Source: an optimization exercise on an open RTL-to-GDS flow (aim: small area). Production flows keep margins and buffers that such runs may drop.
Function was checked by simulation only, so behaviour that the tests miss may differ from the original.
Power is estimated from default activity; no workload was simulated. The clock port is modelled as an ideal driver; clocking choices that lean on that would not hold on a real chip.

`design/flow/config.mk`:
```
export PLATFORM = sky130hd
export DESIGN_NAME = param_synch_fifo
export DESIGN_NICKNAME = param_synch_fifo
export VERILOG_FILES = /design/flow/design.v
export SDC_FILE = /design/flow/constraint.sdc
export NUM_CORES = 4
export LEC_CHECK = 0
export CAP_MARGIN = 20
export CORE_MARGIN = 2
export CORE_UTILIZATION = 40
export SLEW_MARGIN = 20
```
`design/flow/constraint.sdc`:
```
create_clock -name core_clock -period 5.0 [get_ports {clk}]
set_input_delay 1.0000 -clock core_clock [delete_from_list [all_inputs] [get_ports {clk}]]
set_output_delay 1.0000 -clock core_clock [all_outputs]
set_load 0.01 [all_outputs]
```
`design/flow/design.v`:
```
module param_synch_fifo #(parameter WIDTH = 16,
                          parameter DEPTH = 32,
                          parameter PTR_WIDTH = 6) (clk,rstn,write,read,din,dout,empty,full);
input clk,rstn;
input write,read;
input [WIDTH-1:0] din;
output reg [WIDTH-1:0] dout;
output wire empty, full;
localparam AW = PTR_WIDTH-1;
reg [WIDTH*DEPTH-1:0] sr;
reg [AW-1:0] idx;
reg e;
assign empty = e;
assign full = ~e & (&idx);
wire push = write & ~full;
wire pop  = read & ~e;
always @(posedge clk)
begin
		if (push)
				sr <= {sr[WIDTH*(DEPTH-1)-1:0], din};
end
always @(posedge clk)
begin
		if (push & ~pop)
				idx <= e ? {AW{1'b0}} : idx + 1'b1;
		else if (pop & ~push & (idx != {AW{1'b0}}))
				idx <= idx - 1'b1;
end
always @(posedge clk or negedge rstn)
begin
		if (!rstn)
				e <= 1'b1;
		else if (push)
				e <= 1'b0;
		else if (pop & (idx == {AW{1'b0}}))
				e <= 1'b1;
end
reg [WIDTH-1:0] rdata;
integer k;
always @(*)
begin
		rdata = pop ? {WIDTH{1'b0}} : dout;
		for (k = 0; k < DEPTH; k = k + 1)
				rdata = rdata | ({WIDTH{pop & (idx == k)}} & sr[WIDTH*k +: WIDTH]);
end
always @(posedge clk or negedge rstn)
begin
		if (!rstn)
				dout <= {WIDTH{1'b0}};
		else
				dout <= rdata;
end
endmodule
```
`design/flow/run.sh`:
```
#!/bin/bash
# synth_recipe.tcl (not shown) runs the flow's synth.tcl, then flattens the netlist and writes it again
# the make line also repeats each setting of config.mk as NAME=value (left out here)
make -C /OpenROAD-flow-scripts/flow DESIGN_CONFIG=/design/flow/config.mk WORK_HOME=/design/flow/orfs CLKGATE_MAP_FILE= SYNTH_SCRIPT=/design/flow/synth_recipe.tcl finish
```
==> results.py, run 1 <==
metrics = {
    "run_status": {
        "outcome": "timing/DRC/antenna clean",
    },
    "logic_synthesis": {
        "syn-num-nets": 1114,
        "synth_sequential_area_ratio_pct": 81.06,
        "synth_top_cell_by_area": "edfxtp_1",
        "synth-async-reset-ratio_pct": 3.184,
        "synth_top_family_by_area": "compound AO/OA/AOI/OAI gates",
        "synth_ff_type": "edfxtp_1",
        "netlist_top_cells_count": "edfxtp_1 (517), a22oi_1 (192), and3_1 (55)",
        "syn_area_um2": 19680,
        "synth_most_common_cell": "edfxtp_1",
        "synth_compound_area_share_pct": 9.856,
        "ys_warn_count": 1,
        "avgSynthCellArea_um2": 18.10,
        "synthXorXnorAreaFrac_pct": 0.04451,
        "ys_ff_latch": 534,
        "synth-edff-count": 517,
        "synthTopCellsByArea": "edfxtp_1 (79%), a22oi_1 (7.3%), dfrtp_1 (2.0%), and3_1 (1.7%), nand4_1 (1.4%)",
        "yosys.area_share.simple_pct": 6.835,
        "synth_top_cell_area_share_pct": 78.90,
        "yosysUniqueCellTypes": 40,
        "yosys.area_share.adder_pct": 0.4451,
        "syn_inst": 1087,
        "synthMuxAreaShare_pct": 0.05723,
    },
    "power": {
        "swShare_pct": 22.70,
        "comb_power_share_pct": 6.7,
        "worst_ir_drop_vdd_mv": 0.2696,
        "power_leakage_nw": 7.767,
        "power_mw": 10.51,
        "p_seq_share_pct": 54.1,
        "p_switching_mw": 2.386,
        "cellPowerDensity_nw_per_um2": 462.8,
        "p_int_mw": 8.126,
        "pwr-share-clk_pct": 39.2,
    },
    "min_path": {
        "min_to": "sr[457]",
        "hp-start": "sr[441]",
        "hold_depth": 0,
        "hp-class": "reg2reg",
    },
    "critical_path": {
        "startpoint_type": "primary input",
        "critPathRequiredTime_ps": 5460,
        "crit_type": "in2reg",
        "cp.arrival_ps": 4260,
        "crit_slowest_cell": "a2111oi_0",
        "critPathCaptureType": "register",
        "cpLargestDelayFamily": "simple AND/OR/NAND/NOR gates",
        "crit_chain": "clkdlybuf4s50_1 -> and4bb_4 -> and3_1 -> a2111oi_0 -> nand3_1 -> or4_1",
        "rr_endpoint": "dout[1]",
        "rr_startpoint": "e",
        "reg2reg_depth": 5,
        "cp_max_fo": 11,
        "critPathMaxStageDelay_ps": 1000,
        "cp_num_buf_inv": 1,
        "reg2reg_slack_ps": 1400,
    },
    "sta": {
        "rsz0062_at_grt": "no",
        "slew-limit-headroom_pct": 22.02,
        "fin_crit_ps": 3806,
        "timing.fmax_mhz": 262.7,
        "setup_viol": 0,
        "finalWorstSetupSlack_ps": 1194,
        "tightest_slew_ps": 1170,
        "period_share_pct": 76.13,
        "hold_viol_final": 0,
        "slew_violations": 0,
        "fin_skew_ps": 15.65,
    },
    "routing": {
        "routed-wl-met2_um": 24950,
        "vias_per_cell": 6.139,
        "post_drt_wl_per_cell_um": 29.97,
        "drc": 0,
        "wl_met1_um": 22820,
        "wl_met3_um": 6080,
        "dr.max_layer_used": "met4",
        "ant_nets": 0,
        "dr.pass1.iters": 5,
        "drt_iter0_drc": 1775,
        "dr_total_vias": 11350,
        "finalWirelength_um": 55410,
    },
    "clocking": {
        "h-tree-depth": 2,
        "clock-root-buffer": "clkbuf_16",
        "clk_latency_ps": 600,
        "postCtsHoldBufs": 0,
        "cts_buffers": 54,
        "post-cts-setup-buffers": 0,
        "cts_buffer_depth": 3,
        "path_clk_slew_ps": 60,
        "cts_tree": "yes",
        "clkSinkCount": 534,
        "post_cts_resized": 0,
    },
    "floorplan": {
        "num_rows": 81,
        "num_io_pins": 38,
        "initial_core_util_pct": 40.37,
        "fp.dieArea_um2": 50980,
        "core_area_um2": 48750,
        "die_y_um": 225.8,
        "chipWidth_um": 225.8,
    },
    "final_layout": {
        "diodes": 0,
        "nFillCells": 4068,
        "final_core_util_pct": 46.60,
        "final_cell_area_um2": 22710,
        "area_growth_pct": 15.43,
        "finalNetCount": 1166,
        "layout-drive-gt1-share_pct": 11.56,
        "final-instance-count-excl-fill": 1849,
    },
    "grt": {
        "grt_pass1_vias": 11020,
        "grt_util_all_layers_pct": 21.73,
        "grt_pass1_wl_um": 78490,
        "overflow": 0,
        "antenna_found_initial": 0,
        "grt_max_degree": 181,
    },
    "placed_design": {
        "dp_hpwl_um": 32850,
        "place_ws_ps": 681.8,
        "place_area_um2": 20880,
        "gp_congestion": 0.8811,
        "dp_cells": 1747,
        "portBuffers": 37,
    },
    "job": {
        "cap_violations": 0,
    },
}
per-layer routing:
metal  global-route usage [%]  up-vias
met3                    4.892      111
met1                    30.96     5794
met5                        0        -
met4                    7.178        0
li1                         -     4661
met2                    33.13      785
power by group through the flow:
stage	clock, mW	sequential (mW)	combinational, mW
detailed placement	0	5.76	0.693
global route	4.34	5.72	0.750
global placement	0	5.76	0.687
CTS	4.18	5.68	0.695
finish	4.12	5.69	0.701
floorplan	0	5.71	0.350
area by class of cell:
type	count	area [µm²]	share of cell area [%]
Sequential cell	534	15950	70.23
Multi-Input combinational cell	476	3442	15.15
Clock buffer	87	1679	7.392
Tap cell	664	830.8	3.658
Timing Repair Buffer	67	633.1	2.787
Clock inverter	15	151.4	0.6665
Inverter	6	26.28	0.1157
cell usage in the layout (no fill, tap or decap), types with 3 or more instances in the layout:
master           instances
a22oi_1                192
nor2_1                  10
buf_12                   3
a221oi_1                 9
clkbuf_1                16
ha_1                     4
bufinv_16                3
clkbuf_8                14
a22oi_2                  3
a221o_1                  9
clkdlybuf4s50_1         37
and2_2                   6
inv_1                    5
and3_1                  54
nand3_1                 24
nand2_1                 19
dfrtp_1                 16
clkbuf_16               57
or4_1                   16
a2111oi_0               14
clkinv_2                 5
and2_1                  17
a222oi_1                 5
buf_4                   27
clkinv_1                 5
a21oi_1                 13
and4b_1                 12
nand4_1                 43
edfxtp_1               517
cells by family (layout without fill, tap and decap cells):
logic type,count (synthesis),after routing
flops,534,534
xor+xnor,1,1
compound gates,251,251
fa+ha+maj,7,7
mux,1,1
buf+inv,77,175
simple gates,216,216
per-stage QoR:
| stage | setup TNS (ps) | hold WS [ps] |
|---|---|---|
| 2_1_floorplan | -2229870 | 417.4 |
| 3_3_place_gp | 0 | 422.3 |
| 3_5_place_dp | 0 | 427.7 |
| 4_1_cts | 0 | 438.1 |
| 5_1_grt | 0 | 449.9 |
| 6_report | 0 | 438.2 |
state kept, by name, indices dropped and copies added, names as in the netlist:
name  count
e         1
idx       5
dout     16
sr      512
worst max-delay path by stage:
| stage | end | from | cells after the start |
|---|---|---|---|
| floorplan | sr[0] | idx[0] | 7 |
| global placement | dout[1] | read | 6 |
| detailed placement | dout[1] | read | 6 |
| CTS | dout[1] | read | 6 |
| global route | dout[1] | read | 6 |
| finish | dout[1] | read | 6 |
==> inputs of run 2 (changes only) <==
--- a/design/flow/config.mk
+++ b/design/flow/config.mk
@@ -8,4 +8,6 @@
 export CAP_MARGIN = 20
 export CORE_MARGIN = 2
-export CORE_UTILIZATION = 40
+export CORE_UTILIZATION = 65
+export CTS_BUF_LIST = sky130_fd_sc_hd__clkbuf_4
+export PLACE_DENSITY = 0.75
 export SLEW_MARGIN = 20
==> results.py, run 2 <==
metrics = {
    "sta": {
        "slew-limit-headroom_pct": 14.33,
        "period_share_pct": 78.60,
        "slew_violations": 0,
        "tightest_slew_ps": 1285,
        "fin_crit_ps": 3930,
        "finalWorstSetupSlack_ps": 1070,
        "tns_ps": 0,
        "timing.fmax_mhz": 254.5,
        "fin_skew_ps": 86.54,
        "setup_viol": 0,
        "hold_viol_final": 0,
        "rsz0062_at_grt": "no",
    },
    "grt": {
        "overflow": 0,
        "grt_pass1_vias": 11950,
        "grt_pass1_wl_um": 77050,
        "grt_util_all_layers_pct": 34.67,
        "antenna_found_initial": 3,
        "grt_max_degree": 127,
    },
    "routing": {
        "drt_iter0_drc": 2627,
        "dr.pass1.iters": 6,
        "dr_total_vias": 12380,
        "finalWirelength_um": 53530,
        "ant_nets": 0,
        "post_drt_wl_per_cell_um": 31.25,
        "vias_per_cell": 7.227,
        "drc": 0,
    },
    "logic_synthesis": {
        "syn_inst": 1087,
        "synth_top_cell_by_area": "edfxtp_1",
        "synth_sequential_area_ratio_pct": 81.06,
        "synth_ff_type": "edfxtp_1",
        "synthTopCellsByArea": "edfxtp_1 (79%), a22oi_1 (7.3%), dfrtp_1 (2.0%), and3_1 (1.7%), nand4_1 (1.4%)",
        "ys_warn_count": 1,
        "syn_area_um2": 19680,
        "ys_ff_latch": 534,
        "synth-async-reset-ratio_pct": 3.184,
        "syn-num-nets": 1114,
        "netlist_top_cells_count": "edfxtp_1 (517), a22oi_1 (192), and3_1 (55)",
        "yosysUniqueCellTypes": 40,
        "avgSynthCellArea_um2": 18.10,
        "synth_most_common_cell": "edfxtp_1",
        "synth_top_cell_area_share_pct": 78.90,
        "synth-edff-count": 517,
    },
    "clocking": {
        "cts_tree": "yes",
        "cts_buffers": 133,
        "h-tree-depth": 4,
        "postCtsHoldBufs": 0,
        "cts_buffer_depth": 3,
        "path_clk_slew_ps": 70,
        "clock-root-buffer": "clkbuf_4",
        "clk_latency_ps": 820,
        "post_cts_resized": 0,
        "post-cts-setup-buffers": 0,
        "clkSinkCount": 534,
    },
    "power": {
        "cellPowerDensity_nw_per_um2": 457.3,
        "p_seq_share_pct": 55.6,
        "worst_ir_drop_vdd_mv": 0.2446,
        "pwr-share-clk_pct": 37.6,
        "power_leakage_nw": 7.906,
        "swShare_pct": 24.31,
        "p_int_mw": 7.730,
        "comb_power_share_pct": 6.9,
        "power_mw": 10.21,
        "p_switching_mw": 2.483,
    },
    "floorplan": {
        "die_y_um": 178.0,
        "num_io_pins": 38,
        "initial_core_util_pct": 66.22,
        "fp.dieArea_um2": 31680,
        "num_rows": 63,
        "chipWidth_um": 178.0,
        "core_area_um2": 29720,
    },
    "run_status": {
        "outcome": "timing/DRC/antenna clean",
    },
    "placed_design": {
        "place_ws_ps": 789.7,
        "portBuffers": 37,
        "dp_hpwl_um": 31190,
        "gp_congestion": 0.8803,
    },
    "min_path": {
        "hold_depth": 0,
        "hp-class": "reg2reg",
    },
    "final_layout": {
        "layout_common_cells": "edfxtp_1 (517), clkbuf_4 (201), a22oi_1 (192)",
        "largestRegisters": "sr (512), dout (16), idx (5)",
        "layout-drive-gt1-share_pct": 19.91,
        "largest_reg_flops": 512,
        "top_register": "sr",
        "finalNetCount": 1242,
        "area_growth_pct": 13.49,
        "final_common_cell": "edfxtp_1",
    },
    "critical_path": {
        "critPathCaptureType": "output pin",
        "cp.arrival_ps": 2930,
        "critPathRequiredTime_ps": 4000,
        "startpoint_type": "register",
        "reg2reg_depth": 7,
        "crit_type": "reg2out",
        "cp_max_fo": 11,
    },
    "job": {
        "cap_violations": 0,
    },
}
## run 2: cell counts after synthesis
Identical to the previous run, type by type.
## run 2: power by group through the flow
stage,Combinational [mW],Sequential (mW),Clock (mW)
after floorplan,0.350,5.71,0
after global placement,0.667,5.73,0
after detailed placement,0.686,5.74,0
after CTS,0.690,5.66,3.86
after global routing,0.744,5.69,4.11
final,0.704,5.67,3.84
## run 2: final timing paths
path                            endpoint  slack, ps  startpoint
worst max-delay path                full       1070      idx[0]
worst min-delay path              sr[36]        420      sr[20]
worst max register to register  dout[11]       1350      idx[0]
worst min register to register    sr[36]        420      sr[20]
max in group asynchronous              e       4050        rstn
min in group asynchronous       dout[14]        570        rstn
## run 2: kinds of logic after synthesis
kind of cell / share of synthesized area (%)
XOR/XNOR: 0.04452
AND/OR/NAND/NOR: 6.835
buffers and inverters: 1.698
flip-flops: 81.06
multiplexers: 0.05722
AO/OA/AOI/OAI: 9.856
adder cells (fa/ha/maj): 0.4451
## run 2: final cells by class
| type | instances | area [µm²] |
|---|---|---|
| antenna | 2 | 5.005 |
| clock buffer | 201 | 1509 |
| clock inverter | 40 | 277.8 |
| fill | 1680 | 7385 |
| inverter | 6 | 26.28 |
| multi-input combinational | 476 | 3440 |
| sequential | 534 | 15950 |
| tap | 390 | 488.0 |
| timing repair buffer | 64 | 635.6 |
## run 2: stage by stage
step	instance area, µm²	hold slack (ps)	instances	util [%]
global placement	20530	421.8	1470	69.09
detailed placement	20540	428.3	1470	69.11
finish	22330	415.7	1713	75.15
CTS	22330	384.1	1711	75.13
floorplan	19730	417.4	1087	-
global route	22330	418.4	1713	75.15
## run 2: worst max-delay path, cell delays in order (launching register included)
cell	delay [ps]
edfxtp_1	490
ha_2	330
and3_4	230
ha_4	350
nand2b_4	110
inv_1	70
clkdlybuf4s50_1	530
## run 2: routing by layer
layer	wire length [µm]	track usage [%]	part of all wire [%]
met1	19290	49.33	36
met2	23380	49.01	44
met3	8680	12.62	16
met4	2176	14.92	4.1
met5	0	0	0
==> inputs of run 3 (changes only) <==
--- a/design/flow/design.v
+++ b/design/flow/design.v
@@ -20,10 +20,9 @@
 				sr <= {sr[WIDTH*(DEPTH-1)-1:0], din};
 end
+wire up = push & ~pop;
+wire dn = pop & ~push;
 always @(posedge clk)
 begin
-		if (push & ~pop)
-				idx <= e ? {AW{1'b0}} : idx + 1'b1;
-		else if (pop & ~push & (idx != {AW{1'b0}}))
-				idx <= idx - 1'b1;
+		idx <= e ? {AW{1'b0}} : idx + {{(AW-1){dn}}, up | dn};
 end
 always @(posedge clk or negedge rstn)
@@ -36,12 +35,26 @@
 				e <= 1'b1;
 end
-reg [WIDTH-1:0] rdata;
-integer k;
-always @(*)
-begin
-		rdata = pop ? {WIDTH{1'b0}} : dout;
-		for (k = 0; k < DEPTH; k = k + 1)
-				rdata = rdata | ({WIDTH{pop & (idx == k)}} & sr[WIDTH*k +: WIDTH]);
-end
+wire [DEPTH:0] sel;
+genvar g, b;
+generate
+		for (g = 0; g < DEPTH; g = g + 1) begin : gsel
+				assign sel[g] = pop & (idx == g);
+		end
+endgenerate
+assign sel[DEPTH] = ~pop;
+localparam NG = (DEPTH+1)/3;
+wire [WIDTH*(DEPTH+1)-1:0] src = {dout, sr};
+wire [WIDTH-1:0] rdata;
+generate
+		for (b = 0; b < WIDTH; b = b + 1) begin : gbit
+				wire [NG-1:0] p;
+				for (g = 0; g < NG; g = g + 1) begin : ggrp
+						fifo_aoi222 u (.a1(sel[3*g]),   .a2(src[WIDTH*(3*g)+b]),
+						               .b1(sel[3*g+1]), .b2(src[WIDTH*(3*g+1)+b]),
+						               .c1(sel[3*g+2]), .c2(src[WIDTH*(3*g+2)+b]), .y(p[g]));
+				end
+				assign rdata[b] = ~(&p);
+		end
+endgenerate
 always @(posedge clk or negedge rstn)
 begin
@@ -52,2 +65,7 @@
 end
 endmodule
+module fifo_aoi222 (a1, a2, b1, b2, c1, c2, y);
+input a1, a2, b1, b2, c1, c2;
+output y;
+assign y = ~((a1 & a2) | (b1 & b2) | (c1 & c2));
+endmodule
--- a/design/flow/config.mk
+++ b/design/flow/config.mk
@@ -8,6 +8,9 @@
 export CAP_MARGIN = 20
 export CORE_MARGIN = 2
-export CORE_UTILIZATION = 65
-export CTS_BUF_LIST = sky130_fd_sc_hd__clkbuf_4
-export PLACE_DENSITY = 0.75
+export CORE_UTILIZATION = 55
+export CTS_BUF_LIST = sky130_fd_sc_hd__clkbuf_8
+export CTS_CLUSTER_DIAMETER = 50
+export CTS_CLUSTER_SIZE = 16
+export PLACE_DENSITY = 0.7
 export SLEW_MARGIN = 20
+export SYNTH_HIERARCHICAL = 1
==> results.py, run 3 <==
metrics = {
    "final_layout": {
        "final_cell_area_um2": 20950,
        "multiInputGateArea_um2": 2704,
        "seq_area_um2": 15900,
        "largestRegisters": "sr (512), dout (16), idx (5)",
        "top_register": "sr",
        "layout-drive-gt1-share_pct": 12.70,
        "diodes": 0,
        "finalNetCount": 1016,
        "final_common_cell": "edfxtp_1",
        "nFillCells": 2243,
        "area_growth_pct": 12.57,
        "layout_common_cells": "edfxtp_1 (512), a222oi_1 (176), nand4_1 (50)",
        "largest_reg_flops": 512,
    },
    "logic_synthesis": {
        "yosysUniqueCellTypes": 37,
        "synth_ff_type": "edfxtp_1",
        "synthTopCellsByArea": "edfxtp_1 (83%), a222oi_1 (9.5%), dfrtp_1 (2.2%), nand4_1 (1.7%), nor2_1 (0.97%)",
        "ys_warn_count": 7,
        "syn_area_um2": 18610,
        "synth-async-reset-ratio_pct": 3.184,
        "netlist_top_cells_count": "edfxtp_1 (512), a222oi_1 (176), nand4_1 (50)",
        "synth-edff-count": 512,
        "synth_sequential_area_ratio_pct": 85.46,
        "avgSynthCellArea_um2": 21.22,
        "synth_top_cell_by_area": "edfxtp_1",
        "synth_top_cell_area_share_pct": 82.63,
        "synth_most_common_cell": "edfxtp_1",
        "syn-num-nets": 901,
        "ys_ff_latch": 534,
        "syn_inst": 877,
    },
    "floorplan": {
        "core_area_um2": 33450,
        "num_rows": 67,
        "chipWidth_um": 187.9,
        "num_io_pins": 38,
        "fp.dieArea_um2": 35320,
        "die_y_um": 187.9,
        "initial_core_util_pct": 55.63,
    },
    "sta": {
        "slew_violations": 0,
        "tightest_slew_ps": 1157,
        "fin_crit_ps": 3537,
        "period_share_pct": 70.73,
        "timing.fmax_mhz": 282.8,
        "slew-limit-headroom_pct": 22.89,
        "rsz0062_at_grt": "no",
        "hold_viol_final": 0,
        "setup_viol": 0,
        "fin_skew_ps": 15.17,
    },
    "clocking": {
        "post_cts_resized": 0,
        "h-tree-depth": 2,
        "clkSinkCount": 534,
        "path_clk_slew_ps": 90,
        "clock-root-buffer": "clkbuf_8",
        "cts_buffer_depth": 3,
        "cts_buffers": 48,
        "post-cts-setup-buffers": 0,
        "clk_latency_ps": 580,
        "postCtsHoldBufs": 0,
        "cts_tree": "yes",
    },
    "critical_path": {
        "startpoint_type": "register",
        "critPathCaptureType": "output pin",
        "cp.arrival_ps": 2540,
        "reg2reg_depth": 5,
        "reg2reg_slack_ps": 1680,
        "cp_max_fo": 17,
        "crit_type": "reg2out",
        "rr_startpoint": "e",
        "critPathRequiredTime_ps": 4000,
        "rr_endpoint": "sr[180]",
    },
    "power": {
        "p_switching_mw": 2.629,
        "p_seq_share_pct": 59.1,
        "cellPowerDensity_nw_per_um2": 483.4,
        "worst_ir_drop_vdd_mv": 0.2025,
        "pwr-share-clk_pct": 28.3,
        "power_leakage_nw": 6.829,
        "p_int_mw": 7.495,
        "power_mw": 10.12,
        "swShare_pct": 25.97,
        "comb_power_share_pct": 12.7,
    },
    "grt": {
        "grt_max_degree": 218,
        "overflow": 0,
        "antenna_found_initial": 0,
        "grt_util_all_layers_pct": 19.62,
        "grt_pass1_vias": 9130,
        "grt_pass1_wl_um": 53810,
    },
    "min_path": {
        "hp-start": "sr[79]",
        "hp-class": "reg2reg",
        "min_to": "sr[95]",
        "hold_depth": 0,
    },
    "placed_design": {
        "dp_hpwl_um": 23020,
        "place_area_um2": 19860,
        "gp_congestion": 0.7905,
        "portBuffers": 37,
    },
    "routing": {
        "dr_total_vias": 9629,
        "dr.pass1.iters": 9,
        "vias_per_cell": 6.541,
        "drc": 0,
        "ant_nets": 0,
        "post_drt_wl_per_cell_um": 23.89,
        "finalWirelength_um": 35170,
        "drt_iter0_drc": 2169,
    },
    "run_status": {
        "outcome": "timing/DRC/antenna clean",
    },
    "job": {
        "cap_violations": 0,
    },
}
## run 3: changes by cell type after synthesis, sizes merged, moves of 16 or more
cell / change
a22oi: -194
a2111oi: -16
and3: -55
clkbuf: -42
a222oi: +171
and2: -24
nor2: +37
or4: -16
buf: -21
nand3: -22
## run 3: kinds of logic (layout without fill, tap and decap cells)
logic type / count (synthesis) / in the layout / synth area share [%]
AO/OA/AOI/OAI: 192 / 192 / 10.03
adder cells (fa/ha/maj): 4 / 4 / 0.2690
buffers and inverters: 13 / 160 / 0.3631
XOR/XNOR: 2 / 2 / 0.09416
AND/OR/NAND/NOR: 132 / 132 / 3.786
flip-flops: 534 / 534 / 85.46
## run 3: Yosys stat by module, one instance, submodules excluded
module            copies in the design  cells
param_synch_fifo                     1    701
fifo_aoi222                        176      1
## run 3: critical path: stages (launching register included)
cell,delay [ps]
dfxtp_1,730
nand4b_1,330
nor2_1,300
clkdlybuf4s50_1,600
## run 3: area by class of cell
class | count | area share [%]
sequential | 534 | 75.92
multi-input combinational | 330 | 12.91
clock buffer | 49 | 3.220
timing repair buffer | 73 | 3.178
tap | 448 | 2.676
clock inverter | 33 | 1.977
inverter | 5 | 0.1195
## run 3: metal layers
layer | vias up | wire [µm] | track usage (%)
met1 | 4879 | 16310 | 31.87
met4 | 0 | 501 | 4.634
met3 | 43 | 2812 | 3.088
met5 | - | 0 | 0
li1 | 4273 | - | -
met2 | 434 | 15540 | 28.22
## run 3: worst max path at each step
stage | startpoint | end | cells after the start
floorplan | write | idx[4] | 12
global route | idx[2] | full | 3
global placement | write | sr[54] | 5
detailed placement | write | sr[36] | 5
CTS | idx[1] | full | 3
finish | idx[1] | full | 3
## run 3: per-stage QoR
stage	setup TNS (ps)	setup slack, ps	util, %	cells	hold slack (ps)
floorplan	-2168300	-5822	-	877	425.2
global placement	0	1165	59.36	1390	426.1
detailed placement	0	1072	59.36	1390	431.2
CTS	0	1471	62.62	1472	437.3
global route	0	1343	62.62	1472	444.7
finish	0	1463	62.62	1472	443.9
## run 3: power groups by stage
stage          logic (mW)  clock network, mW  registers [mW]
3_3_place_gp         1.23                  0            6.02
6_report             1.28               2.86            5.98
2_1_floorplan       0.782                  0            6.01
5_1_grt              1.39               3.10            6.05
4_1_cts              1.28               2.93            5.97
3_5_place_dp         1.27                  0            6.07
==> inputs of run 4 (changes only) <==
==> design/flow/flow/run.sh (new file) <==
#!/bin/bash
# Own layout flow: the standard flow (standard.sh) with two changes:
#  - port buffers use the smallest buffer cell (buf_1) instead of the
#    default pick, still one buffer on every input and output port;
#  - clock tree synthesis without dummy loads, with clkbuf_8 leaf buffers.
# Each tool's output goes to a log in this folder.
set -o pipefail
cp standard.sh standard_sh_copy.log
export BUFFER_PORTS_ARGS="-buffer_cell sky130_fd_sc_hd__buf_1"
export CTS_ARGS="-sink_clustering_enable -repair_clock_nets -dont_use_dummy_load -buf_list sky130_fd_sc_hd__clkbuf_8 -sink_clustering_size 16 -sink_clustering_max_diameter 50"
bash standard.sh > standard_flow.log 2>&1
==> design/flow/standard.sh (new file) <==
#!/bin/bash
# synth_recipe.tcl (not shown) runs the flow's synth.tcl, then flattens the netlist and writes it again
# the make line also repeats each setting of config.mk as NAME=value (left out here)
make -C /OpenROAD-flow-scripts/flow DESIGN_CONFIG=/design/flow/config.mk WORK_HOME=/design/flow/orfs CLKGATE_MAP_FILE= SYNTH_SCRIPT=/design/flow/synth_recipe.tcl "${@:-finish}"
removed: design/flow/run.sh
==> results.py, run 4 <==
metrics = {
    "run_status": {
        "outcome": "timing/DRC/antenna clean",
    },
    "critical_path": {
        "crit_type": "reg2reg",
        "reg2reg_depth": 6,
        "rr_startpoint": "idx[2]",
        "cp.arrival_ps": 3470,
        "critPathMaxStageDelay_ps": 560,
        "crit_slowest_cell": "dfxtp_1",
        "critPathRequiredTime_ps": 5180,
        "cp_num_buf_inv": 3,
        "cp_max_fo": 157,
        "critPathCaptureType": "register",
        "startpoint_type": "register",
        "crit_chain": "nand2_1 -> nor2_1 -> nor2_4 -> buf_12 -> buf_12 -> buf_16",
        "reg2reg_slack_ps": 1710,
        "crit_top_cell": "buf_12",
        "rr_endpoint": "sr[24]",
        "cpLargestDelayFamily": "buffers and inverters",
    },
    "logic_synthesis": {
        "synth_sequential_area_ratio_pct": 85.46,
        "synth_top_cell_by_area": "edfxtp_1",
        "synth_ff_type": "edfxtp_1",
        "synth_top_cell_area_share_pct": 82.63,
        "synthTopCellsByArea": "edfxtp_1 (83%), a222oi_1 (9.5%), dfrtp_1 (2.2%), nand4_1 (1.7%), nor2_1 (0.97%)",
        "synth-edff-count": 512,
        "syn_area_um2": 18610,
        "syn_inst": 877,
        "syn-num-nets": 901,
        "netlist_top_cells_count": "edfxtp_1 (512), a222oi_1 (176), nand4_1 (50)",
        "synth-async-reset-ratio_pct": 3.184,
        "synth_most_common_cell": "edfxtp_1",
        "avgSynthCellArea_um2": 21.22,
        "ys_warn_count": 7,
        "yosysUniqueCellTypes": 37,
        "ys_ff_latch": 534,
    },
    "grt": {
        "use_met2_pct": 27.82,
        "grt_util_all_layers_pct": 20.52,
        "grt_pass1_vias": 9235,
        "use_met1_pct": 34.03,
        "use_met3_pct": 4.885,
        "grt_max_degree": 239,
        "overflow": 0,
        "antenna_found_initial": 0,
        "grt_pass1_wl_um": 55570,
        "grt.busiest_layer": "met1",
    },
    "floorplan": {
        "core_area_um2": 33450,
        "num_rows": 67,
        "initial_core_util_pct": 55.63,
        "die_y_um": 187.9,
        "chipWidth_um": 187.9,
        "fp.dieArea_um2": 35320,
        "num_io_pins": 38,
    },
    "sta": {
        "timing.fmax_mhz": 304.1,
        "tightest_slew_ps": 1045,
        "hold_viol_final": 0,
        "setup_viol": 0,
        "fin_crit_ps": 3289,
        "period_share_pct": 65.77,
        "finalWorstSetupSlack_ps": 1711,
        "rsz0062_at_grt": "no",
        "slew_violations": 0,
        "slew-limit-headroom_pct": 29.95,
        "fin_skew_ps": 61.95,
    },
    "job": {
        "cap_violations": 0,
    },
    "routing": {
        "drt_iter0_drc": 2122,
        "finalWirelength_um": 36440,
        "drc": 0,
        "ant_nets": 0,
        "dr.pass1.iters": 10,
        "vias_per_cell": 6.775,
        "post_drt_wl_per_cell_um": 25.49,
        "dr_total_vias": 9688,
    },
    "final_layout": {
        "final_common_cell": "edfxtp_1",
        "nFillCells": 2326,
        "largest_reg_flops": 512,
        "layout-drive-gt1-share_pct": 10.08,
        "multiInputGateArea_um2": 2728,
        "finalNetCount": 1008,
        "largestRegisters": "sr (512), dout (16), idx (5)",
        "area_growth_pct": 8.856,
        "layout_common_cells": "edfxtp_1 (512), a222oi_1 (176), nand4_1 (50)",
        "top_register": "sr",
        "seq_area_um2": 15900,
        "diodes": 0,
    },
    "clocking": {
        "postCtsHoldBufs": 0,
        "clock-root-buffer": "clkbuf_8",
        "clk_latency_ps": 590,
        "post_cts_resized": 0,
        "path_clk_slew_ps": 100,
        "post-cts-setup-buffers": 0,
        "cts_buffers": 45,
        "clkSinkCount": 534,
        "cts_tree": "yes",
        "cts_buffer_depth": 3,
        "h-tree-depth": 2,
    },
    "placed_design": {
        "dp_hpwl_um": 24270,
        "portBuffers": 37,
        "gp_congestion": 0.8509,
        "place_ws_ps": 1348,
    },
    "power": {
        "comb_power_share_pct": 12.7,
        "swShare_pct": 26.33,
        "power_leakage_nw": 6.475,
        "p_int_mw": 6.836,
        "p_seq_share_pct": 65.0,
        "p_switching_mw": 2.444,
        "power_mw": 9.280,
        "worst_ir_drop_vdd_mv": 0.1975,
        "cellPowerDensity_nw_per_um2": 458.2,
        "pwr-share-clk_pct": 22.3,
    },
    "min_path": {
        "hp-class": "in2async",
    },
}
[run 4: cell counts after synthesis]
Identical to the previous run, type by type.
[run 4: cell families (layout without fill, tap and decap cells)]
logic type	after synthesis	count (layout)	share of synthesized area, %
XOR/XNOR	2	2	0.09416
AO/OA/AOI/OAI	192	192	10.03
AND/OR/NAND/NOR	132	132	3.786
adder cells (fa/ha/maj)	4	4	0.2690
flip-flops	534	534	85.46
buffers and inverters	13	118	0.3631
[run 4: cell type report]
type	instances	share of cell area, %
well taps	448	2.767
multi-input cells	330	13.47
clock buffers	45	3.058
flip-flops and latches	534	78.51
inverters	5	0.1235
repair buffers	68	2.076
[run 4: stage by stage]
stage	cells	utilization, %	hold slack, ps	area [µm²]	TNS, ps
after floorplan	877	-	425.2	18650	-2168300
after global placement	1384	58.55	427.0	19590	0
after detailed placement	1384	58.55	431.6	19590	0
after CTS	1429	60.40	348.4	20200	0
after global routing	1430	60.55	366.4	20250	0
final	1430	60.55	368.6	20250	0
[run 4: Yosys stat by module (local to each module, per instance)]
module | area (µm²) | times used
param_synch_fifo | 16840 | 1
fifo_aoi222 | 10.01 | 176
[run 4: power groups by stage]
stage	registers [mW]	clock network, mW	logic, mW
after global placement	6.07	0	1.11
after CTS	6.02	2.15	1.16
after detailed placement	6.11	0	1.16
after global routing	6.09	2.30	1.30
after floorplan	6.01	0	0.782
final	6.03	2.07	1.18
[run 4: metal layers]
layer  routed length (µm)  vias to the layer above
li1                     -                     4220
met1                16560                     4889
met2                15280                      526
met3                 4045                       53
met4                  561                        0
met5                    0                        -
[run 4: how the worst max path moves through the flow]
stage / cells after the start / to / slack [ps] / from
floorplan: 12 / idx[4] / -5820 / write
global placement: 9 / dout[6] / 1560 / read
detailed placement: 8 / dout[4] / 1350 / read
CTS: 3 / full / 1850 / idx[2]
global route: 6 / sr[40] / 1540 / idx[2]
finish: 6 / sr[24] / 1710 / idx[2]
==> inputs of run 5 (changes only) <==
--- a/design/flow/design.v
+++ b/design/flow/design.v
@@ -8,16 +8,34 @@
 output wire empty, full;
 localparam AW = PTR_WIDTH-1;
-reg [WIDTH*DEPTH-1:0] sr;
 reg [AW-1:0] idx;
 reg e;
+reg p;
 assign empty = e;
 assign full = ~e & (&idx);
 wire push = write & ~full;
 wire pop  = read & ~e;
-always @(posedge clk)
+wire pushn = ~push;
+always @(posedge clk or negedge rstn)
 begin
-		if (push)
-				sr <= {sr[WIDTH*(DEPTH-1)-1:0], din};
+		if (!rstn)
+				p <= 1'b0;
+		else
+				p <= ~p;
 end
+wire [WIDTH-1:0] word [0:DEPTH];
+assign word[0] = din ^ {WIDTH{p}};
+genvar g, b;
+generate
+		for (g = 0; g < DEPTH; g = g + 1) begin : gw
+				reg [WIDTH-1:0] w;
+				wire [WIDTH-1:0] nx;
+				for (b = 0; b < WIDTH; b = b + 1) begin : gb
+						fifo_o22ai u (.a1(word[g][b]), .a2(pushn), .b1(w[b]), .b2(push), .y(nx[b]));
+				end
+				always @(posedge clk)
+						w <= nx;
+				assign word[g+1] = w;
+		end
+endgenerate
 wire up = push & ~pop;
 wire dn = pop & ~push;
@@ -36,5 +54,4 @@
 end
 wire [DEPTH:0] sel;
-genvar g, b;
 generate
 		for (g = 0; g < DEPTH; g = g + 1) begin : gsel
@@ -44,15 +61,22 @@
 assign sel[DEPTH] = ~pop;
 localparam NG = (DEPTH+1)/3;
-wire [WIDTH*(DEPTH+1)-1:0] src = {dout, sr};
+wire [WIDTH-1:0] src [0:DEPTH];
+generate
+		for (g = 0; g < DEPTH; g = g + 1) begin : gsrc
+				assign src[g] = word[g+1];
+		end
+endgenerate
+assign src[DEPTH] = dout;
 wire [WIDTH-1:0] rdata;
+wire fix = pop & p;
 generate
 		for (b = 0; b < WIDTH; b = b + 1) begin : gbit
-				wire [NG-1:0] p;
+				wire [NG-1:0] q;
 				for (g = 0; g < NG; g = g + 1) begin : ggrp
-						fifo_aoi222 u (.a1(sel[3*g]),   .a2(src[WIDTH*(3*g)+b]),
-						               .b1(sel[3*g+1]), .b2(src[WIDTH*(3*g+1)+b]),
-						               .c1(sel[3*g+2]), .c2(src[WIDTH*(3*g+2)+b]), .y(p[g]));
+						fifo_aoi222 u (.a1(sel[3*g]),   .a2(src[3*g][b]),
+						               .b1(sel[3*g+1]), .b2(src[3*g+1][b]),
+						               .c1(sel[3*g+2]), .c2(src[3*g+2][b]), .y(q[g]));
 				end
-				assign rdata[b] = ~(&p);
+				assign rdata[b] = ~(&q) ^ fix;
 		end
 endgenerate
@@ -65,4 +89,9 @@
 end
 endmodule
+module fifo_o22ai (a1, a2, b1, b2, y);
+input a1, a2, b1, b2;
+output y;
+assign y = ~((a1 | a2) & (b1 | b2));
+endmodule
 module fifo_aoi222 (a1, a2, b1, b2, c1, c2, y);
 input a1, a2, b1, b2, c1, c2;
==> results.py, run 5 <==
metrics = {
    "logic_synthesis": {
        "netlist_top_cells_count": "dfxtp_1 (517), o22ai_1 (512), a222oi_1 (176)",
        "synth_compound_area_share_pct": 29.47,
        "synth_sequential_area_ratio_pct": 63.63,
        "synth_top_cell_by_area": "dfxtp_1",
        "syn-num-nets": 1436,
        "synth_most_common_cell": "dfxtp_1",
        "synth-edff-count": 0,
        "yosys.area_share.simple_pct": 4.164,
        "yosysUniqueCellTypes": 35,
        "syn_inst": 1410,
        "synth_ff_type": "dfxtp_1",
        "synth_top_family_by_area": "compound AO/OA/AOI/OAI gates",
        "synthMuxAreaShare_pct": 0,
        "ys_ff_latch": 535,
        "synth_top_cell_area_share_pct": 60.97,
        "synth-async-reset-ratio_pct": 3.364,
        "avgSynthCellArea_um2": 12.04,
        "syn_area_um2": 16980,
        "synthXorXnorAreaFrac_pct": 1.754,
        "ys_warn_count": 7,
        "yosys.area_share.adder_pct": 0.4864,
        "synthTopCellsByArea": "dfxtp_1 (61%), o22ai_1 (19%), a222oi_1 (10%), dfrtp_1 (2.5%), xor2_1 (1.7%)",
    },
    "final_layout": {
        "nFillCells": 2556,
        "final_core_util_pct": 60.69,
        "largest_reg_flops": 512,
        "layout-drive-gt1-share_pct": 6.954,
        "largestRegisters": "gw.w (512), dout (16), idx (5)",
        "finalNetCount": 1538,
        "final-instance-count-excl-fill": 1906,
        "area_growth_pct": 9.073,
        "layout_common_cells": "dfxtp_1 (517), o22ai_1 (512), a222oi_1 (176)",
        "final_common_cell": "dfxtp_1",
        "diodes": 0,
        "top_register": "gw.w",
    },
    "routing": {
        "drc": 0,
        "drt_iter0_drc": 2349,
        "finalWirelength_um": 48010,
        "dr_total_vias": 14080,
        "dr.pass1.iters": 8,
        "vias_per_cell": 7.387,
        "post_drt_wl_per_cell_um": 25.19,
        "ant_nets": 0,
    },
    "clocking": {
        "h-tree-depth": 2,
        "cts_tree": "yes",
        "cts_buffer_depth": 3,
        "path_clk_slew_ps": 100,
        "post-cts-setup-buffers": 0,
        "clk_latency_ps": 590,
        "post_cts_resized": 0,
        "postCtsHoldBufs": 0,
        "clkSinkCount": 535,
        "cts_buffers": 42,
        "clock-root-buffer": "clkbuf_8",
    },
    "power": {
        "worst_ir_drop_vdd_mv": 0.3505,
        "p_int_mw": 7.728,
        "power_leakage_nw": 6.597,
        "swShare_pct": 33.73,
        "comb_power_share_pct": 20.4,
        "pwr-share-clk_pct": 17.3,
        "cellPowerDensity_nw_per_um2": 629.8,
        "p_switching_mw": 3.933,
        "p_seq_share_pct": 62.3,
    },
    "grt": {
        "grt_max_degree": 277,
        "grt_pass1_wl_um": 73270,
        "grt_pass1_vias": 12910,
        "antenna_found_initial": 0,
        "grt_util_all_layers_pct": 28.33,
        "overflow": 0,
    },
    "critical_path": {
        "rr_endpoint": "idx[4]",
        "critPathCaptureType": "register",
        "critPathRequiredTime_ps": 5460,
        "reg2reg_depth": 12,
        "cp_max_fo": 20,
        "crit_type": "reg2reg",
        "rr_startpoint": "idx[1]",
        "reg2reg_slack_ps": 1700,
        "cp.arrival_ps": 3760,
        "startpoint_type": "register",
    },
    "placed_design": {
        "dp_cells": 1863,
        "dp_hpwl_um": 28940,
        "portBuffers": 37,
        "gp_congestion": 0.9136,
    },
    "run_status": {
        "outcome": "timing/DRC/antenna clean",
    },
    "sta": {
        "hold_viol_final": 0,
        "timing.fmax_mhz": 302.7,
        "fin_skew_ps": 65.10,
        "fin_crit_ps": 3304,
        "setup_viol": 0,
        "tightest_slew_ps": 1176,
        "slew-limit-headroom_pct": 21.50,
        "period_share_pct": 66.07,
        "rsz0062_at_grt": "no",
        "slew_violations": 0,
    },
    "floorplan": {
        "num_rows": 64,
        "initial_core_util_pct": 55.64,
        "core_area_um2": 30510,
        "num_io_pins": 38,
        "fp.dieArea_um2": 32290,
        "die_y_um": 179.7,
        "chipWidth_um": 179.7,
    },
    "min_path": {
        "hp-class": "in2async",
    },
    "job": {
        "cap_violations": 0,
    },
}
run 5: cell count changes after synthesis, moves of 16 or more:
cell      previous run  this run
o22ai_1              0       512
edfxtp_1           512         0
nor2_1              48        26
dfxtp_1              5       517
nor3_1               8        24
nand4_1             50        32
nand3_1              2        19
xor2_1               1        33
run 5: worst max-delay path: stages, from the launching register on:
cell and delay (ps):
dfxtp_1 750, nand4_2 320, nor3b_2 300, nand2b_4 360, ha_1 290, inv_1 60
ha_1 150, inv_1 50, fa_1 370, nor2b_1 180, o21a_1 140, o21ai_0 70
a21oi_1 140
run 5: kinds of logic after synthesis:
family	after synthesis
adders and majority gates	6
xor gates and xnor gates	34
DFF	535
AOI/OAI and AO/OA	694
and+or+nand+nor	126
buffers and inverters	15
run 5: power groups by stage:
stage | clock, mW | sequential [mW] | combinational, mW
after floorplan | 0 | 6.88 | 1.85
after global placement | 0 | 7.28 | 2.24
after detailed placement | 0 | 7.32 | 2.33
after CTS | 2.05 | 7.23 | 2.34
after global routing | 2.22 | 7.45 | 2.58
final | 2.02 | 7.26 | 2.38
run 5: per-module statistics from Yosys, one instance, submodules excluded:
| module | times used | cells | cell area, µm² |
|---|---|---|---|
| fifo_o22ai | 512 | 1 | 6.256 |
| param_synch_fifo | 1 | 722 | 12010 |
| fifo_aoi222 | 176 | 1 | 10.01 |
run 5: metrics by stage:
step	worst slack, ps	hold WS [ps]	power [mW]	cell area, µm²	TNS [ps]
final	1696	408.6	11.66	18520	0
after global routing	1448	431.2	12.25	18520	0
after CTS	1683	403.5	11.62	18490	0
after detailed placement	1401	427.6	9.651	17910	0
after global placement	1455	420.6	9.523	17910	0
after floorplan	-7948	411.3	8.723	16980	-4069750
run 5: area by class of cell:
cell class / instances / area (µm²) / area share (%)
Inverter: 7 / 33.78 / 0.1824
Sequential cell: 535 / 10800 / 58.33
Multi-Input combinational cell: 860 / 6181 / 33.38
Clock buffer: 42 / 578.1 / 3.122
Timing Repair Buffer: 66 / 426.7 / 2.304
Tap cell: 396 / 495.5 / 2.676
run 5: worst max-delay path by stage:
stage	start	end	slack (ps)	depth (start not counted)
2_1_floorplan	idx[3]	gw[0].w[0]	-7950	6
3_3_place_gp	read	dout[3]	1460	10
3_5_place_dp	read	dout[3]	1400	10
4_1_cts	idx[1]	idx[4]	1680	12
5_1_grt	idx[1]	idx[4]	1450	12
6_report	idx[1]	idx[4]	1700	12
run 5: routing by layer:
metal	track usage, %	part of all wire [%]	vias to the layer above	wire length [µm]
met3	3.647	9.3	105	4479
met2	43.74	45	683	21840
met4	11.58	4.0	0	1938
met1	40.47	41	6909	19750
met5	0	0	-	0
li1	-	-	6382	-
==> inputs of run 6 (changes only) <==
==> design/flow/run.sh (new file) <==
#!/bin/bash
# synth_recipe.tcl (not shown) runs the flow's synth.tcl, then flattens the netlist and writes it again
# the make line also repeats each setting of config.mk as NAME=value (left out here)
make -C /OpenROAD-flow-scripts/flow DESIGN_CONFIG=/design/flow/config.mk WORK_HOME=/design/flow/orfs CLKGATE_MAP_FILE= SYNTH_SCRIPT=/design/flow/synth_recipe.tcl finish
removed: design/flow/flow/run.sh
removed: design/flow/standard.sh
==> results.py, run 6 <==
metrics = {
    "critical_path": {
        "cp.arrival_ps": 2480,
        "critPathRequiredTime_ps": 4000,
        "crit_type": "reg2out",
        "cp_max_fo": 11,
        "startpoint_type": "register",
        "rr_startpoint": "idx[3]",
        "setup.worst_path.start": "idx[3]",
        "critPathCaptureType": "output pin",
    },
    "logic_synthesis": {
        "synth_most_common_cell": "dfxtp_1",
        "synth-edff-count": 0,
        "avgSynthCellArea_um2": 12.04,
        "netlist_top_cells_count": "dfxtp_1 (517), o22ai_1 (512), a222oi_1 (176)",
        "synthTopCellsByArea": "dfxtp_1 (61%), o22ai_1 (19%), a222oi_1 (10%), dfrtp_1 (2.5%), xor2_1 (1.7%)",
        "yosysUniqueCellTypes": 35,
        "syn_area_um2": 16980,
        "syn_inst": 1410,
        "synth_ff_type": "dfxtp_1",
        "ys_ff_latch": 535,
        "synth-async-reset-ratio_pct": 3.364,
        "synth_top_cell_by_area": "dfxtp_1",
        "syn-num-nets": 1436,
        "ys_warn_count": 7,
        "synth_sequential_area_ratio_pct": 63.63,
        "synth_top_cell_area_share_pct": 60.97,
    },
    "sta": {
        "period_share_pct": 69.53,
        "hold_viol_final": 0,
        "rsz0062_at_grt": "no",
        "hold_ws_ps": 444.0,
        "slew_violations": 0,
        "finalWorstSetupSlack_ps": 1524,
        "tns_ps": 0,
        "setup_viol": 0,
        "slew-limit-headroom_pct": 24.73,
        "fin_skew_ps": 18.83,
        "fin_crit_ps": 3476,
        "timing.fmax_mhz": 287.7,
        "tightest_slew_ps": 1125,
    },
    "grt": {
        "overflow": 0,
        "grt_util_all_layers_pct": 29.29,
        "grt_max_degree": 275,
        "grt_pass1_vias": 13230,
        "antenna_found_initial": 0,
        "grt_pass1_wl_um": 75520,
    },
    "final_layout": {
        "largest_reg_flops": 512,
        "layout-drive-gt1-share_pct": 7.697,
        "largestRegisters": "gw.w (512), dout (16), idx (5)",
        "area_growth_pct": 12.28,
        "final_core_util_pct": 62.48,
        "diodes": 0,
        "finalNetCount": 1550,
        "nFillCells": 2532,
        "final-instance-count-excl-fill": 1942,
        "layout_common_cells": "dfxtp_1 (517), o22ai_1 (512), a222oi_1 (176)",
        "final_common_cell": "dfxtp_1",
        "top_register": "gw.w",
    },
    "clocking": {
        "path_clk_slew_ps": 100,
        "clock-root-buffer": "clkbuf_8",
        "post-cts-setup-buffers": 0,
        "cts_tree": "yes",
        "post_cts_resized": 0,
        "clkSinkCount": 535,
        "h-tree-depth": 2,
        "cts_buffer_depth": 3,
        "clk_latency_ps": 590,
        "cts_buffers": 42,
        "postCtsHoldBufs": 0,
    },
    "power": {
        "worst_ir_drop_vdd_mv": 0.3616,
        "cellPowerDensity_nw_per_um2": 635.5,
        "power_leakage_nw": 6.916,
    },
    "run_status": {
        "outcome": "timing/DRC/antenna clean",
    },
    "min_path": {
        "hp-class": "reg2reg",
        "hp-start": "gw[31].w[2]",
    },
    "placed_design": {
        "portBuffers": 37,
        "dp_hpwl_um": 29690,
        "gp_congestion": 0.9012,
        "place_ws_ps": 1244,
        "dp_cells": 1875,
    },
    "floorplan": {
        "fp.dieArea_um2": 32290,
        "die_y_um": 179.7,
        "num_rows": 64,
        "initial_core_util_pct": 55.64,
        "core_area_um2": 30510,
        "chipWidth_um": 179.7,
        "num_io_pins": 38,
    },
    "routing": {
        "dr_total_vias": 14090,
        "drc": 0,
        "dr.pass1.iters": 7,
        "finalWirelength_um": 49520,
        "vias_per_cell": 7.257,
        "drt_iter0_drc": 2191,
        "post_drt_wl_per_cell_um": 25.50,
        "ant_nets": 0,
    },
    "job": {
        "cap_violations": 0,
    },
}
## run 6: cell families after synthesis
family	Yosys count	synth area share [%]
compound gates	694	29.47
xor+xnor	34	1.754
fa+ha+maj	6	0.4864
buf+inv	15	0.5012
flops	535	63.63
simple gates	126	4.164
## run 6: worst paths after layout
kind / endpoint / slack (ps) / cells after the start
max in group asynchronous: e / 3880 / 2
max reg2reg: idx[4] / 1650 / 12
min in group asynchronous: dout[7] / 780 / 2
min: gw[31].w[2] / 440 / 1
max: full / 1520 / 3
min reg2reg: gw[31].w[2] / 440 / 1
## run 6: worst max-delay path, stage by stage (launching register included)
cell and delay, ps:
dfxtp_1 770, nand4_2 250, nor3b_2 300, clkdlybuf4s50_1 570
## run 6: area by class of cell
type | count | area [µm²] | share of cell area, %
inverter | 7 | 33.78 | 0.1772
clock inverter | 21 | 161.4 | 0.8468
multi-input combinational | 860 | 6163 | 32.34
clock buffer | 45 | 619.3 | 3.249
timing repair buffer | 78 | 785.8 | 4.122
sequential | 535 | 10800 | 56.67
tap | 396 | 495.5 | 2.599
## run 6: Yosys stat by module (local to each module, per instance)
module	cells inside	cell area, µm²
fifo_o22ai	1	6.256
param_synch_fifo	722	12010
fifo_aoi222	1	10.01
## run 6: power by group
part	total [mW]	internal [mW]	switching (mW)
clock network	2.32	0.947	1.37
logic	2.49	1.21	1.28
registers	7.31	5.87	1.43
total	12.1	8.03	4.09
## run 6: routing by layer
layer | GRT usage [%] | vias up | share of wire, %
met4 | 15.09 | 0 | 4.8
met3 | 4.903 | 128 | 9.7
met1 | 40.66 | 6843 | 41
li1 | - | 6412 | -
met5 | 0 | - | 0
met2 | 44.25 | 710 | 45
## run 6: per-stage QoR
| step | power, mW | instance area, µm² |
|---|---|---|
| after floorplan | 8.723 | 16980 |
| final | 12.11 | 19060 |
| after global routing | 12.72 | 19060 |
| after global placement | 9.661 | 18250 |
| after detailed placement | 9.794 | 18250 |
| after CTS | 12.08 | 19030 |
==> inputs of run 7 (changes only) <==
==> design/flow/flow/run.sh (new file) <==
#!/bin/bash
# Own layout flow: the standard flow (standard.sh) with two changes:
#  - port buffers use the smallest buffer cell (buf_1) instead of the
#    default pick, still one buffer on every input and output port;
#  - clock tree synthesis without dummy loads, with clkbuf_16 leaf buffers.
# Each tool's output goes to a log in this folder.
set -o pipefail
cp standard.sh standard_sh_copy.log
export BUFFER_PORTS_ARGS="-buffer_cell sky130_fd_sc_hd__buf_1"
export CTS_ARGS="-sink_clustering_enable -repair_clock_nets -dont_use_dummy_load -buf_list sky130_fd_sc_hd__clkbuf_16 -sink_clustering_size 30 -sink_clustering_max_diameter 80"
bash standard.sh > standard_flow.log 2>&1
==> design/flow/standard.sh (new file) <==
#!/bin/bash
# synth_recipe.tcl (not shown) runs the flow's synth.tcl, then flattens the netlist and writes it again
# the make line also repeats each setting of config.mk as NAME=value (left out here)
make -C /OpenROAD-flow-scripts/flow DESIGN_CONFIG=/design/flow/config.mk WORK_HOME=/design/flow/orfs CLKGATE_MAP_FILE= SYNTH_SCRIPT=/design/flow/synth_recipe.tcl "${@:-finish}"
--- a/design/flow/config.mk
+++ b/design/flow/config.mk
@@ -9,7 +9,4 @@
 export CORE_MARGIN = 2
 export CORE_UTILIZATION = 55
-export CTS_BUF_LIST = sky130_fd_sc_hd__clkbuf_8
-export CTS_CLUSTER_DIAMETER = 50
-export CTS_CLUSTER_SIZE = 16
 export PLACE_DENSITY = 0.7
 export SLEW_MARGIN = 20
removed: design/flow/run.sh
==> results.py, run 7 <==
metrics = {
    "logic_synthesis": {
        "yosysUniqueCellTypes": 35,
        "avgSynthCellArea_um2": 12.04,
        "ys_warn_count": 7,
        "synthXorXnorAreaFrac_pct": 1.754,
        "syn_inst": 1410,
        "synth_top_cell_area_share_pct": 60.97,
        "synth_compound_area_share_pct": 29.47,
        "syn_area_um2": 16980,
        "synthTopCellsByArea": "dfxtp_1 (61%), o22ai_1 (19%), a222oi_1 (10%), dfrtp_1 (2.5%), xor2_1 (1.7%)",
        "synthMuxAreaShare_pct": 0,
        "synth_ff_type": "dfxtp_1",
        "syn-num-nets": 1436,
        "synth-async-reset-ratio_pct": 3.364,
        "synth-edff-count": 0,
        "yosys.area_share.adder_pct": 0.4864,
        "yosys.area_share.simple_pct": 4.164,
        "ys_ff_latch": 535,
        "netlist_top_cells_count": "dfxtp_1 (517), o22ai_1 (512), a222oi_1 (176)",
        "synth_top_cell_by_area": "dfxtp_1",
        "synth_sequential_area_ratio_pct": 63.63,
        "synth_top_family_by_area": "compound AO/OA/AOI/OAI gates",
        "synth_most_common_cell": "dfxtp_1",
    },
    "final_layout": {
        "finalNetCount": 1517,
        "final_common_cell": "dfxtp_1",
        "top_register": "gw.w",
        "largest_reg_flops": 512,
        "nFillCells": 2551,
        "layout-drive-gt1-share_pct": 5.641,
        "diodes": 0,
        "area_growth_pct": 8.764,
        "largestRegisters": "gw.w (512), dout (16), idx (5)",
        "final_cell_area_um2": 18460,
        "layout_common_cells": "dfxtp_1 (517), o22ai_1 (512), a222oi_1 (176)",
        "final_core_util_pct": 60.52,
    },
    "sta": {
        "tns_ps": 0,
        "setup_viol": 0,
        "hold_ws_ps": 443.6,
        "fin_crit_ps": 3262,
        "timing.fmax_mhz": 306.6,
        "slew-limit-headroom_pct": 20.84,
        "period_share_pct": 65.24,
        "tightest_slew_ps": 1186,
        "slew_violations": 0,
        "rsz0062_at_grt": "no",
        "hold_viol_final": 0,
        "fin_skew_ps": 28.88,
    },
    "placed_design": {
        "portBuffers": 37,
        "place_area_um2": 17910,
        "gp_congestion": 0.9136,
        "dp_hpwl_um": 28940,
    },
    "min_path": {
        "hold_depth": 1,
        "hp-class": "reg2reg",
    },
    "critical_path": {
        "critPathCaptureType": "register",
        "crit_cells": 12,
        "startpoint_type": "register",
        "reg2reg_depth": 12,
        "crit_type": "reg2reg",
        "cp_num_buf_inv": 2,
        "cp_max_fo": 20,
        "cpLargestDelayFamily": "simple AND/OR/NAND/NOR gates",
        "crit_chain": "nand4_2 -> nor3b_2 -> nand2b_4 -> ha_1 -> inv_1 -> ha_1 -> inv_1 -> fa_1 -> nor2b_1 -> o21a_1 -> o21ai_0 -> a21oi_1",
        "cp.arrival_ps": 3760,
        "critPathRequiredTime_ps": 5500,
        "critPathMaxStageDelay_ps": 760,
        "crit_slowest_cell": "dfxtp_1",
    },
    "clocking": {
        "path_clk_slew_ps": 110,
        "postCtsHoldBufs": 0,
        "cts_tree": "yes",
        "clkSinkCount": 535,
        "clk_latency_ps": 550,
        "cts_buffer_depth": 3,
        "post_cts_resized": 0,
        "post-cts-setup-buffers": 0,
        "clock-root-buffer": "clkbuf_16",
        "h-tree-depth": 1,
        "cts_buffers": 21,
    },
    "grt": {
        "grt_max_degree": 277,
        "overflow": 0,
        "antenna_found_initial": 0,
        "grt_pass1_vias": 12740,
        "grt_pass1_wl_um": 72810,
        "grt_util_all_layers_pct": 28.01,
    },
    "job": {
        "cap_violations": 0,
    },
    "power": {
        "worst_ir_drop_vdd_mv": 0.3905,
        "p_seq_share_pct": 62.5,
        "cellPowerDensity_nw_per_um2": 629.2,
        "pwr-share-clk_pct": 17.1,
        "power_leakage_nw": 6.553,
        "comb_power_share_pct": 20.4,
        "swShare_pct": 33.46,
        "p_int_mw": 7.730,
        "p_switching_mw": 3.887,
    },
    "routing": {
        "dr.pass1.iters": 9,
        "drc": 0,
        "dr_total_vias": 13940,
        "ant_nets": 0,
        "drt_iter0_drc": 2489,
        "finalWirelength_um": 47690,
        "vias_per_cell": 7.393,
        "post_drt_wl_per_cell_um": 25.30,
    },
    "floorplan": {
        "die_y_um": 179.7,
        "chipWidth_um": 179.7,
        "fp.dieArea_um2": 32290,
        "core_area_um2": 30510,
        "num_rows": 64,
        "initial_core_util_pct": 55.64,
        "num_io_pins": 38,
    },
    "run_status": {
        "outcome": "timing/DRC/antenna clean",
    },
}
==> run 7: cell types whose count changed in the layout (fill, tap and decap cells not counted), sizes merged <==
cell	previous run	this run
buf	41	66
clkinv	6	0
clkdlybuf4s50	37	0
clkinvlp	2	0
bufinv	2	0
inv	18	7
clkbuf	45	21
==> run 7: logic make-up after synthesis <==
logic type	Yosys count
flip-flops	535
buffers and inverters	15
adder cells (fa/ha/maj)	6
XOR/XNOR	34
AND/OR/NAND/NOR	126
AO/OA/AOI/OAI	694
==> run 7: metal layers <==
| metal | GRT usage (%) | part of all wire (%) | vias to the layer above |
|---|---|---|---|
| met5 | 0 | 0 | - |
| met3 | 2.836 | 8.6 | 88 |
| met1 | 40.64 | 42 | 6847 |
| met2 | 43.91 | 46 | 643 |
| li1 | - | - | 6357 |
| met4 | 9.724 | 3.7 | 0 |
==> run 7: worst paths after layout <==
| path | from | to | slack (ps) |
|---|---|---|---|
| min reg2reg | gw[31].w[6] | gw[31].w[6] | 440 |
| max reg2reg | idx[1] | idx[4] | 1740 |
| min in group asynchronous | rstn | dout[6] | 450 |
| max in group asynchronous | rstn | e | 4230 |
| max | idx[1] | idx[4] | 1740 |
| min | gw[31].w[6] | gw[31].w[6] | 440 |
==> run 7: modules after synthesis (local to each module, per instance) <==
module            cells inside  flip-flops and latches  area, µm²
fifo_o22ai                   1                       0      6.256
fifo_aoi222                  1                       0      10.01
param_synch_fifo           722                     535      12010
==> run 7: power groups by stage <==
stage	Sequential, mW	Clock (mW)	Combinational (mW)
floorplan	6.88	0	1.85
global placement	7.28	0	2.24
detailed placement	7.32	0	2.33
finish	7.26	1.98	2.37
global route	7.44	2.16	2.58
CTS	7.22	2.02	2.34
==> run 7: through the flow <==
| step | setup WS [ps] | std cells | power, mW |
|---|---|---|---|
| global placement | 1455 | 1863 | 9.523 |
| global route | 1493 | 1885 | 12.18 |
| finish | 1738 | 1885 | 11.62 |
| CTS | 1717 | 1884 | 11.58 |
| detailed placement | 1401 | 1863 | 9.651 |
| floorplan | -7948 | 1410 | 8.723 |
==> run 7: cell type report <==
type / count / area (µm²) / area share, %
Sequential cell: 535 / 10800 / 58.50
Timing Repair Buffer: 66 / 426.7 / 2.311
Clock buffer: 21 / 525.5 / 2.846
Tap cell: 396 / 495.5 / 2.683
Multi-Input combinational cell: 860 / 6181 / 33.48
Inverter: 7 / 33.78 / 0.1830
==> inputs of run 8 (changes only) <==
--- a/design/flow/config.mk
+++ b/design/flow/config.mk
@@ -6,8 +6,8 @@
 export NUM_CORES = 4
 export LEC_CHECK = 0
-export CAP_MARGIN = 20
+export CAP_MARGIN = 5
 export CORE_MARGIN = 2
-export CORE_UTILIZATION = 55
-export PLACE_DENSITY = 0.7
-export SLEW_MARGIN = 20
+export CORE_UTILIZATION = 65
+export PLACE_DENSITY = 0.75
+export SLEW_MARGIN = 5
 export SYNTH_HIERARCHICAL = 1
==> results.py, run 8 <==
metrics = {
    "power": {
        "p_switching_mw": 3.867,
        "power_leakage_nw": 6.489,
        "cellPowerDensity_nw_per_um2": 633.1,
        "swShare_pct": 33.37,
        "pwr-share-clk_pct": 17.0,
        "worst_ir_drop_vdd_mv": 0.5130,
        "comb_power_share_pct": 20.5,
        "p_seq_share_pct": 62.5,
        "p_int_mw": 7.721,
        "power_mw": 11.59,
    },
    "sta": {
        "tns_ps": 0,
        "tightest_slew_ps": 1237,
        "timing.fmax_mhz": 284.0,
        "fin_crit_ps": 3521,
        "slew_violations": 0,
        "slew-limit-headroom_pct": 17.44,
        "fin_skew_ps": 30.66,
        "setup_viol": 0,
        "rsz0062_at_grt": "no",
        "period_share_pct": 70.42,
        "hold_viol_final": 0,
    },
    "final_layout": {
        "final_core_util_pct": 70.84,
        "largest_reg_flops": 512,
        "area_growth_pct": 7.820,
        "final_common_cell": "dfxtp_1",
        "layout_common_cells": "dfxtp_1 (517), o22ai_1 (512), a222oi_1 (176)",
        "nFillCells": 1966,
        "multiInputGateArea_um2": 6205,
        "top_register": "gw.w",
        "largestRegisters": "gw.w (512), dout (16), idx (5)",
        "layout-drive-gt1-share_pct": 5.477,
        "final_cell_area_um2": 18300,
        "finalNetCount": 1507,
        "diodes": 0,
        "seq_area_um2": 10800,
    },
    "critical_path": {
        "crit_chain": "nand4_2 -> nor3b_2 -> nand2b_4 -> ha_1 -> inv_1 -> ha_1 -> inv_1 -> fa_1 -> nor2b_1 -> o21a_1 -> o21ai_0 -> a21oi_1",
        "cp_max_fo": 69,
        "setup.worst_path.start": "idx[1]",
        "reg2reg_slack_ps": 1480,
        "startpoint_type": "register",
        "critPathCaptureType": "register",
        "critPathMaxStageDelay_ps": 730,
        "critPathRequiredTime_ps": 5470,
        "cp.arrival_ps": 3990,
        "crit_slowest_cell": "dfxtp_1",
        "rr_startpoint": "idx[1]",
        "crit_type": "reg2reg",
    },
    "routing": {
        "ant_nets": 0,
        "finalWirelength_um": 46200,
        "drt_iter0_drc": 2539,
        "post_drt_wl_per_cell_um": 25.47,
        "drc": 0,
        "vias_per_cell": 7.600,
        "dr.pass1.iters": 11,
        "dr_total_vias": 13790,
    },
    "floorplan": {
        "chipWidth_um": 165.6,
        "num_io_pins": 38,
        "die_y_um": 165.6,
        "fp.dieArea_um2": 27430,
        "num_rows": 59,
        "initial_core_util_pct": 65.70,
        "core_area_um2": 25840,
    },
    "placed_design": {
        "portBuffers": 37,
        "dp_hpwl_um": 27600,
        "place_area_um2": 17780,
        "gp_congestion": 0.8823,
    },
    "clocking": {
        "clk_latency_ps": 550,
        "cts_buffer_depth": 3,
        "clkSinkCount": 535,
        "postCtsHoldBufs": 0,
        "cts_tree": "yes",
        "post_cts_resized": 0,
        "clock-root-buffer": "clkbuf_16",
        "h-tree-depth": 1,
        "post-cts-setup-buffers": 0,
        "cts_buffers": 21,
        "path_clk_slew_ps": 110,
    },
    "logic_synthesis": {
        "syn_inst": 1410,
        "syn_area_um2": 16980,
        "synth_top_cell_by_area": "dfxtp_1",
        "ys_ff_latch": 535,
        "synth_sequential_area_ratio_pct": 63.63,
        "avgSynthCellArea_um2": 12.04,
        "synth_most_common_cell": "dfxtp_1",
        "syn-num-nets": 1436,
        "synthTopCellsByArea": "dfxtp_1 (61%), o22ai_1 (19%), a222oi_1 (10%), dfrtp_1 (2.5%), xor2_1 (1.7%)",
        "ys_warn_count": 7,
        "synth_ff_type": "dfxtp_1",
        "synth-edff-count": 0,
        "yosysUniqueCellTypes": 35,
        "netlist_top_cells_count": "dfxtp_1 (517), o22ai_1 (512), a222oi_1 (176)",
        "synth_top_cell_area_share_pct": 60.97,
        "synth-async-reset-ratio_pct": 3.364,
    },
    "min_path": {
        "hp-class": "in2async",
    },
    "grt": {
        "antenna_found_initial": 0,
        "grt_max_degree": 271,
        "overflow": 0,
        "grt_pass1_vias": 12630,
        "grt_pass1_wl_um": 71590,
        "grt_util_all_layers_pct": 32.29,
    },
    "run_status": {
        "outcome": "timing/DRC/antenna clean",
    },
    "job": {
        "cap_violations": 0,
    },
}
-- run 8: cell counts after synthesis --
Identical to the previous run, type by type.
-- run 8: Yosys stat by module (local to each module, per instance) --
module,flip-flops and latches,cell area [µm²]
fifo_aoi222,0,10.01
fifo_o22ai,0,6.256
param_synch_fifo,535,12010
-- run 8: logic make-up after synthesis --
logic type	count (synthesis)	synth area share, %
adders and majority gates	6	0.4864
buffers and inverters	15	0.5012
DFF	535	63.63
and+or+nand+nor	126	4.164
xor gates and xnor gates	34	1.754
AOI/OAI and AO/OA	694	29.47
-- run 8: through the flow --
step	setup slack (ps)	cells	hold WS [ps]
floorplan	-7948	1410	411.3
global placement	1555	1793	420.8
detailed placement	1437	1793	427.2
CTS	1464	1814	404.5
global route	1248	1814	411.8
finish	1479	1814	407.6
-- run 8: critical path: cells and delay by family (launching register included) --
kind                       cells  cell delay [ps]
adders and majority gates      3              870
AOI/OAI and AO/OA              3              350
DFF                            1              730
buffers and inverters          2              110
and+or+nand+nor                4             1390
-- run 8: power by group through the flow --
stage                     Combinational (mW)  Sequential [mW]  Clock, mW
after floorplan                         1.85             6.88          0
after global placement                  2.23             7.24          0
after detailed placement                2.33             7.29          0
after CTS                               2.34             7.20       2.00
after global routing                    2.59             7.42       2.14
final                                   2.38             7.24       1.97
-- run 8: final timing paths --
path,end,depth (start not counted)
max in group asynchronous,e,2
worst min-delay path,dout[6],2
worst max register to register,idx[4],12
worst max-delay path,idx[4],12
worst min register to register,gw[31].w[4],1
min in group core_clock,gw[31].w[4],1
-- run 8: final cells by class --
type | count | area share (%)
Sequential cell | 535 | 59.01
Multi-Input combinational cell | 860 | 33.90
Clock buffer | 21 | 2.871
Tap cell | 335 | 2.290
Timing Repair Buffer | 56 | 1.743
Inverter | 7 | 0.1846
-- run 8: layer usage --
layer | track usage [%] | up-vias | routed length (µm)
li1 | - | 6317 | -
met1 | 46.05 | 6707 | 18750
met2 | 51.13 | 654 | 21570
met3 | 3.465 | 109 | 3874
met4 | 12.48 | 0 | 2002
met5 | 0 | - | 0

## re-timing with driven ports
The flow's constraints put no driver on any port. The routed layouts listed below were extracted and timed again, unchanged, in two steps. Step 1 assumes that a clkbuf_16 drives the clock port and a buf_2 every other input. Step 2 also shifts input and output timing later by t, the mid clock arrival at the registers, as if the neighbouring blocks saw the same clock. Three values: ideal, step 1, step 2; two values: the first two.
run	t, ns	setup slack, ns	hold WS [ns]	worst register clock-pin slew, ns	worst data-port slew with drivers (ns)
run 1	0.646	1.194 / 1.225 / 0.579	0.438 / 0.438 / 0.438	0.06 / 0.06	0.04
run 2	0.834	1.070 / 1.022 / 0.620	0.416 / 0.416 / 0.416	0.08 / 0.08	0.04
run 3	0.617	1.463 / 1.420 / 0.956	0.444 / 0.444 / 0.444	0.10 / 0.10	0.03
run 4	0.611	1.711 / 1.711 / 1.336	0.369 / 0.352 / 0.415	0.10 / 0.10	0.03
run 5	0.603	1.696 / 1.696 / 1.324	0.409 / 0.381 / 0.439	0.10 / 0.10	0.04
run 6	0.625	1.524 / 1.476 / 1.080	0.444 / 0.444 / 0.444	0.10 / 0.10	0.05
run 7	0.592	1.738 / 1.738 / 1.301	0.444 / 0.414 / 0.444	0.11 / 0.11	0.04
run 8	0.586	1.479 / 1.479 / 1.419	0.408 / 0.381 / 0.443	0.11 / 0.11	0.03
After both steps every run listed still meets setup and hold. For run 1, which loses most, drivers alone change the setup slack by +0.031 ns; drivers and shift together by -0.615 ns.
